This design comes from an exercise in tuning for small area and a short achievable clock period on the open sky130 flow, not from production work. Function was checked by simulation only, so behaviour that the tests miss may differ from the original. Power is estimated from default activity; no workload was simulated.

==> flow/design.v <==
module vga_unit(
   Hsync, Vsync, vgaRed, vgaGreen, vgaBlue,
   clk, rst_b, vg__data, vg__addr, vg__write
   );
   output reg           Hsync;
   output reg           Vsync;
   output [1:3]         vgaRed;
   output [1:3]         vgaGreen;
   output [2:3]         vgaBlue;
   input                clk;
   input                rst_b;
   input [31:0]         vg__data;
   input [6:0]          vg__addr;
   input                vg__write;
   function le10(input [9:0] a, input [9:0] b);
      integer j;
      reg r;
      begin
         r = 1'b1;
         for (j = 0; j < 10; j = j + 1)
           r = (a[j] ^ b[j]) ? b[j] : r;
         le10 = r;
      end
   endfunction
   reg [10:0] hn;
   reg [9:0]  vn;
   reg        blank;             
   wire       hn_end = (hn == 11'd1039);
   wire       vn_end = (vn == 10'd665);
   wire [10:0] hn_nx = hn_end ? 11'd0 : hn + 11'd1;
   wire [9:0]  vn_nx = hn_end ? (vn_end ? 10'd0 : vn + 10'd1) : vn;
   wire       blank_nx = (hn >= 11'd800) || (vn >= 10'd600);
   reg [9:0]  pxa, pya, pxb, pyb;
   always @(posedge clk or negedge rst_b) begin
      if (!rst_b) begin
         hn <= 11'd1;
         vn <= 10'd0;
         pxa <= 10'd1;
         pya <= 10'd0;
         pxb <= ~10'd1;
         pyb <= ~10'd0;
         blank <= 1'b0;
         Hsync <= 1'b0;
         Vsync <= 1'b0;
      end else begin
         hn <= hn_nx;
         vn <= vn_nx;
         pxa <= hn_nx[9:0];
         pya <= vn_nx;
         pxb <= ~hn_nx[9:0];
         pyb <= ~vn_nx;
         blank <= blank_nx;
         Hsync <= (hn >= 11'd857) && (hn < 11'd977);
         Vsync <= (hn == 11'd0) ? ((vn >= 10'd638) && (vn < 10'd644))
                                : ((vn >= 10'd637) && (vn < 10'd643));
      end
   end
   wire [9:0] dx = vg__data[9:0];
   wire [9:0] dy = vg__data[19:10];
   wire       gge = le10(dx, pxa) && le10(dy, pya);
   wire       gle = le10(pxa, dx) && le10(pya, dy);
   reg [9:0] x1 [0:63];
   reg [9:0] y1 [0:63];
   reg [9:0] x2 [0:63];
   reg [9:0] y2 [0:63];
   reg [7:0] col [0:63];
   reg       en [0:63];
   reg       f1 [0:63];          
   reg       f2 [0:63];          
   genvar i;
   generate
      for (i = 0; i < 64; i = i + 1) begin : rect
         wire w1 = vg__write && vg__addr[6:1] == i && !vg__addr[0];
         wire w2 = vg__write && vg__addr[6:1] == i && vg__addr[0];
         wire [9:0] qx = (i % 2 == 0) ? pxa : ~pxb;
         wire [9:0] qy = (i % 2 == 0) ? pya : ~pyb;
         always @(posedge clk or negedge rst_b) begin
            if (!rst_b)
              en[i] <= 1'b0;
            else if (w1)
              en[i] <= vg__data[28];
         end
         always @(posedge clk) begin
            if (w1) begin
               x1[i]  <= dx;
               y1[i]  <= dy;
               col[i] <= vg__data[27:20];
            end
            if (w2) begin
               x2[i] <= dx;
               y2[i] <= dy;
            end
            f1[i] <= w1 ? gge : (le10(x1[i], qx) && le10(y1[i], qy));
            f2[i] <= w2 ? gle : (le10(qx, x2[i]) && le10(qy, y2[i]));
         end
      end
   endgenerate
   reg [7:0] newcol;
   integer k;
   always @(*) begin
      newcol = 8'd0;
      for (k = 0; k < 64; k = k + 1)
        if (en[k] && f1[k] && f2[k])
          newcol = newcol | col[k];
   end
   reg [7:0] held;
   reg [7:0] rgb;
   always @(posedge clk or negedge rst_b) begin
      if (!rst_b) begin
         held <= 8'd0;
         rgb <= 8'd0;
      end else begin
         if (!blank)
           held <= newcol;
         rgb <= blank_nx ? 8'd0 : (blank ? held : newcol);
      end
   end
   assign {vgaRed, vgaGreen, vgaBlue} = rgb;
endmodule
clock: 7.0 ns
lec_check: 0
cap_margin: 20
core_margin: 2
core_utilization: 60
cts_cluster_diameter: 100
cts_cluster_size: 25
place_density: 0.75
setup_slack_margin: 4.3
slew_margin: 20
run.sh (not shown) runs the stock make flow with config.mk's settings and CLKGATE_MAP_FILE= SYNTH_SCRIPT=/design/flow/synth_recipe.tcl, a recipe that flattens the netlist after the stock synthesis.
The baseline ran to the end with no violations.
Change:
- CORE_UTILIZATION: 60 -> 55
- PLACE_DENSITY: 0.75 -> 0.7
- SETUP_SLACK_MARGIN: 4.3 -> 4.5
After rerunning: Non-clock buffer count goes up by 157; combinational power goes up by about 9%; synthesized cell count stays the same; clock skew goes down by 0.0062 ns; global-route usage goes down by 0.80 points; final area goes up by 3.1%; via count goes up by 1.1%; setup slack gets worse by 0.038 ns.
Change:
- SETUP_SLACK_MARGIN: 4.5 -> 4.3
After rerunning:
- The changed run finished with timing, DRC and antenna clean
- worst setup slack is better by 0.032 ns
- cell area goes down by 2.7%
- critical path depth stays the same
- combinational power goes down by about 9%
- via count goes down by 3.3%
- utilization goes down by 1.7 points

========
Setup of rev 12:
RTL: the design.v shown in full above, as it stands there.
make LEC_CHECK=0 CAP_MARGIN=20 CORE_MARGIN=2 CORE_UTILIZATION=65 CTS_CLUSTER_DIAMETER=100 CTS_CLUSTER_SIZE=25 PLACE_DENSITY=0.8 SETUP_SLACK_MARGIN=4.3 SLEW_MARGIN=20 finish   # period 7.0 ns
Input-level comparison between rev 13 and rev 12:
--- a/flow/config.mk
+++ b/flow/config.mk
@@ -9,7 +9,5 @@
 export CORE_MARGIN = 2
-export CORE_UTILIZATION = 65
-export CTS_CLUSTER_DIAMETER = 100
-export CTS_CLUSTER_SIZE = 25
-export PLACE_DENSITY = 0.8
-export SETUP_SLACK_MARGIN = 4.3
+export CORE_UTILIZATION = 45
+export PLACE_DENSITY = 0.6
+export SETUP_SLACK_MARGIN = 4.5
 export SLEW_MARGIN = 20
==> run summary <==
- Worst reg2reg path depth: rev 13 higher than rev 12
- The final routed DRC violation total of rev 13 and that of rev 12 are within noise of each other.
- Compared rev 13 vs rev 12, and worst-case setup margin in the final layout is down in rev 13.
- Compared with rev 12, in rev 13 global placer's final weighted congestion dropped 0.069, leakage power went up by about 9%, routed wire length went up by 11%.

==> port drivers added, routing unchanged <==
The results above use ideal ports. As a check the final layouts listed here were re-extracted and re-timed, cells and wires unchanged.
Step 1 assumes that a clkbuf_16 drives the clock port and a buf_2 every other input.
Step 2 also shifts input and output timing later by t, the mid clock arrival at the registers, as if the neighbouring blocks saw the same clock.
a / b / c = ideal / step 1 / step 2; a / b = the first two.
| run | t, ns | setup slack, ns | worst setup path at the end | latest minus earliest clock arrival (ns) |
|---|---|---|---|---|
| the first run of note 1 | 0.943 | 4.086 / 3.925 / 2.983 | input to register | 0.074 / 0.073 |
| the second run of note 1 | 1.002 | 4.048 / 3.963 / 3.152 | input to register | 0.048 / 0.048 |
| the third run of note 1 | 0.957 | 4.080 / 3.996 / 3.091 | input to register | 0.078 / 0.078 |
| rev 12 | 0.980 | 4.044 / 3.948 / 3.089 | input to register | 0.058 / 0.057 |
| rev 13 | 1.071 | 4.014 / 3.899 / 2.853 | input to register | 0.081 / 0.081 |
After both steps setup and hold are still met in every run listed. The setup slack of rev 13, which loses most, moves by -0.115 ns with the drivers and by -1.161 ns with both steps.
